From an optimization exercise on the open Yosys and OpenROAD flow, aimed at small area, a short achievable clock period and few clock cycles; shortcuts taken in it are not production practice.
Where RTL was checked, it was by simulation tests only, not by an equivalence proof against the original.

==> inputs of build 17 <==
// Bin2BCD
module Bin2BCD(
    input clk,
    input rst,
    input en,
    input [11:0] bin_d_in,
    output [15:0] bcd_d_out,
    output rdy
    );
==> module Bin2BCD, before the edit <==
module Bin2BCD(
    input clk,
    input rst,
    input en,
    input [11:0] bin_d_in,
    output [15:0] bcd_d_out,
    output rdy
    );
    function [2:0] mod5(input [3:0] d);
        begin
            mod5[2] = (d[2] & ~d[1] & ~d[0]) | (d[3] & d[0]);
            mod5[1] = (d[1] & ~d[2]) | (d[1] & d[0]) | (d[3] & ~d[0]);
            mod5[0] = (~d[3] & ~d[2] & d[0]) | (d[2] & d[1] & ~d[0]) | (d[3] & ~d[0]);
        end
    endfunction
    function ge5(input [3:0] d);
        ge5 = d[3] | (d[2] & (d[1] | d[0]));
    endfunction
    wire [3:0] a0_0 = {3'd0, bin_d_in[11]};
    wire [3:0] a1_0 = {a0_0[2:0], bin_d_in[10]};
    wire [3:0] a2_0 = {a1_0[2:0], bin_d_in[9]};
    wire [3:0] a3_0 = {mod5(a2_0), bin_d_in[8]};
    wire [3:0] a3_1 = {3'd0, ge5(a2_0)};
    wire [3:0] a4_0 = {mod5(a3_0), bin_d_in[7]};
    wire [3:0] a4_1 = {a3_1[2:0], ge5(a3_0)};
    wire [3:0] a5_0 = {mod5(a4_0), bin_d_in[6]};
    wire [3:0] a5_1 = {a4_1[2:0], ge5(a4_0)};
    wire [3:0] a6_0 = {mod5(a5_0), bin_d_in[5]};
    wire [3:0] a6_1 = {mod5(a5_1), ge5(a5_0)};
    wire [3:0] a6_2 = {3'd0, ge5(a5_1)};
    wire [3:0] a7_0 = {mod5(a6_0), bin_d_in[4]};
    wire [3:0] a7_1 = {mod5(a6_1), ge5(a6_0)};
    wire [3:0] a7_2 = {a6_2[2:0], ge5(a6_1)};
    wire [3:0] a8_0 = {mod5(a7_0), bin_d_in[3]};
    wire [3:0] a8_1 = {mod5(a7_1), ge5(a7_0)};
    wire [3:0] a8_2 = {a7_2[2:0], ge5(a7_1)};
    wire [3:0] a9_0 = {mod5(a8_0), bin_d_in[2]};
    wire [3:0] a9_1 = {mod5(a8_1), ge5(a8_0)};
    wire [3:0] a9_2 = {mod5(a8_2), ge5(a8_1)};
    wire [3:0] a9_3 = {3'd0, ge5(a8_2)};
    reg [14:0] mid_q;
    reg        rdy_q;
    always @(posedge clk) begin
        if (en) mid_q <= {a9_3[0:0], a9_2[3:0], a9_1[3:0], a9_0[3:0], bin_d_in[1:0]};
        rdy_q <= en & ~rst;
    end
    wire [3:0] m_3 = {3'b0, mid_q[14:14]};
    wire [3:0] m_2 = {mid_q[13:10]};
    wire [3:0] m_1 = {mid_q[9:6]};
    wire [3:0] m_0 = {mid_q[5:2]};
    wire [3:0] b10_0 = {mod5(m_0), mid_q[1]};
    wire [3:0] b10_1 = {mod5(m_1), ge5(m_0)};
    wire [3:0] b10_2 = {mod5(m_2), ge5(m_1)};
    wire [3:0] b10_3 = {m_3[2:0], ge5(m_2)};
    wire [3:0] b11_0 = {mod5(b10_0), mid_q[0]};
    wire [3:0] b11_1 = {mod5(b10_1), ge5(b10_0)};
    wire [3:0] b11_2 = {mod5(b10_2), ge5(b10_1)};
    wire [3:0] b11_3 = {b10_3[2:0], ge5(b10_2)};
    assign bcd_d_out = {b11_3, b11_2, b11_1, b11_0};
    assign rdy = rdy_q;
endmodule
Settings: LEC_CHECK=0, ABC_AREA=1, CAP_MARGIN=20, CORE_MARGIN=2, CORE_UTILIZATION=40, CTS_BUF_LIST=sky130_fd_sc_hd__clkbuf_4, CTS_CLUSTER_DIAMETER=100, CTS_CLUSTER_SIZE=30, PLACE_DENSITY=0.8, SETUP_SLACK_MARGIN=0.3, SLEW_MARGIN=20; clock period 3.0 ns.
standard.sh (not shown) runs the stock make flow with config.mk's settings and CLKGATE_MAP_FILE= SYNTH_SCRIPT=/design/flow/synth_recipe.tcl, a recipe that flattens the netlist after the stock synthesis.
==> flow/flow/run.sh <==
#!/bin/bash
set -euo pipefail
bash standard.sh synth > synth.log 2>&1
export BUFFER_PORTS_ARGS="-buffer_cell sky130_fd_sc_hd__buf_1"
export DONT_USE_CELLS="sky130_fd_sc_hd__clkdlybuf4s50_1 sky130_fd_sc_hd__clkdlybuf4s50_2 sky130_fd_sc_hd__clkdlybuf4s25_1 sky130_fd_sc_hd__clkdlybuf4s25_2 sky130_fd_sc_hd__clkdlybuf4s15_1 sky130_fd_sc_hd__clkdlybuf4s15_2 sky130_fd_sc_hd__clkdlybuf4s18_1 sky130_fd_sc_hd__clkdlybuf4s18_2 sky130_fd_sc_hd__dlymetal6s2s_1 sky130_fd_sc_hd__dlymetal6s4s_1 sky130_fd_sc_hd__dlymetal6s6s_1 sky130_fd_sc_hd__dlygate4sd1_1 sky130_fd_sc_hd__dlygate4sd2_1 sky130_fd_sc_hd__dlygate4sd3_1"
bash standard.sh > layout.log 2>&1
==> inputs of build 21, as changes to build 17 <==
==> flow/design.v (replaced) <==
module Bin2BCD(
    input clk,
    input rst,
    input en,
    input [11:0] bin_d_in,
    output [15:0] bcd_d_out,
    output rdy
    );
    function [3:0] add3(input [3:0] d);
        case (d)
            4'd5: add3 = 4'd8;
            4'd6: add3 = 4'd9;
            4'd7: add3 = 4'd10;
            4'd8: add3 = 4'd11;
            4'd9: add3 = 4'd12;
            default: add3 = d;
        endcase
    endfunction
    reg [27:0] a;
    integer i;
    always @* begin
        a = {16'b0, bin_d_in};
        for (i = 0; i < 10; i = i + 1) begin
            a[15:12] = add3(a[15:12]);
            a[19:16] = add3(a[19:16]);
            a[23:20] = add3(a[23:20]);
            a[27:24] = add3(a[27:24]);
            a = a << 1;
        end
    end
    reg [14:0] mid_q;
    reg        rdy_q;
    always @(posedge clk) begin
        if (en) mid_q <= a[24:10];
        rdy_q <= en & ~rst;
    end
    reg [27:0] s;
    integer j;
    always @* begin
        s = 28'b0;
        s[24:10] = mid_q;
        for (j = 0; j < 2; j = j + 1) begin
            s[15:12] = add3(s[15:12]);
            s[19:16] = add3(s[19:16]);
            s[23:20] = add3(s[23:20]);
            s[27:24] = add3(s[27:24]);
            s = s << 1;
        end
    end
    assign bcd_d_out = s[27:12];
    assign rdy = rdy_q;
endmodule
==> flow/run.sh (new file) <==
#!/bin/bash
# synth_recipe.tcl (not shown) runs the flow's synth.tcl, then flattens the netlist and writes it again
# the make line also repeats each setting of config.mk as NAME=value (left out here)
make -C /OpenROAD-flow-scripts/flow DESIGN_CONFIG=/design/flow/config.mk WORK_HOME=/design/flow/orfs CLKGATE_MAP_FILE= SYNTH_SCRIPT=/design/flow/synth_recipe.tcl finish
--- a/flow/config.mk
+++ b/flow/config.mk
@@ -9,9 +9,5 @@
 export CAP_MARGIN = 20
 export CORE_MARGIN = 2
 export CORE_UTILIZATION = 40
-export CTS_BUF_LIST = sky130_fd_sc_hd__clkbuf_4
-export CTS_CLUSTER_DIAMETER = 100
-export CTS_CLUSTER_SIZE = 30
-export PLACE_DENSITY = 0.8
-export SETUP_SLACK_MARGIN = 0.3
+export SETUP_SLACK_MARGIN = 0.5
 export SLEW_MARGIN = 20
removed: flow/flow/run.sh
removed: flow/standard.sh
==> flow_summary.ini <==
[final_layout]
final_common_cell = nand2_1
clk_share_pct = 1.37

[sta]
relSlewSlack_pct = 46.1

[logic_synthesis]
syn_area_per_cell_um2 = 6.06
synth_simple_gate_area_share_pct = 47.5

[global_routing]
use_met3_pct = 0.577
gr-usage-met2_pct = 23.3

[pwr]
internal_power_w = 0.000523

[run_status]
status = complete, no violations

[clock_network]
cts_setup_buffers = 0
# the run above: build 17

==> flow_summary.ini <==
[logic_synthesis]
syn_area_per_cell_um2 = 6.20
synth_simple_gate_area_share_pct = 42.9
synth-compound-area-share_pct = 16.5

[final_layout]
clk_share_pct = 1.67
diodes = 0

[die]
initial_core_util_pct = 41.0

[global_routing]
use_met3_pct = 1.71

[run_status]
status = complete, no violations

[clock_network]
cts_setup_buffers = 31

[placement]
dpl_cell_area_um2 = 2240
# the run above: build 21

Testbench counts of build 17, summed over its fixed seeds: cycles 4,096.
Only the layout flow was run in build 21; the RTL was not checked for function there.

==> what the ideal ports hide <==
The flow's constraints put no driver on any port. The routed layouts listed below were extracted and timed again, unchanged, in two steps.
Step 1 (the two cells are an assumption about what drives the block):
set clk [get_ports {clk}]
set_driving_cell -lib_cell sky130_fd_sc_hd__clkbuf_16 $clk
set_driving_cell -lib_cell sky130_fd_sc_hd__buf_2 [delete_from_list [all_inputs] $clk]
Step 2 also shifts input and output timing later by t, the mid clock arrival at the registers, as if the neighbouring blocks saw the same clock.
a / b / c = ideal / step 1 / step 2; a / b = the first two.
run | shift t [ns] | slack for setup (ns) | worst setup path after step 2 | clock arrival spread, ns | pins driven straight from the clock port
build 17 | 0.286 | 0.549 / 0.547 / 0.261 | input to register | 0.002 / 0.001 | 1
build 21 | 0.268 | 0.372 / 0.364 / 0.096 | input to register | 0.004 / 0.005 | 1
After both steps every run listed still meets setup and hold. The setup slack of build 17, which loses most, moves by -0.002 ns with the drivers and by -0.288 ns with both steps.
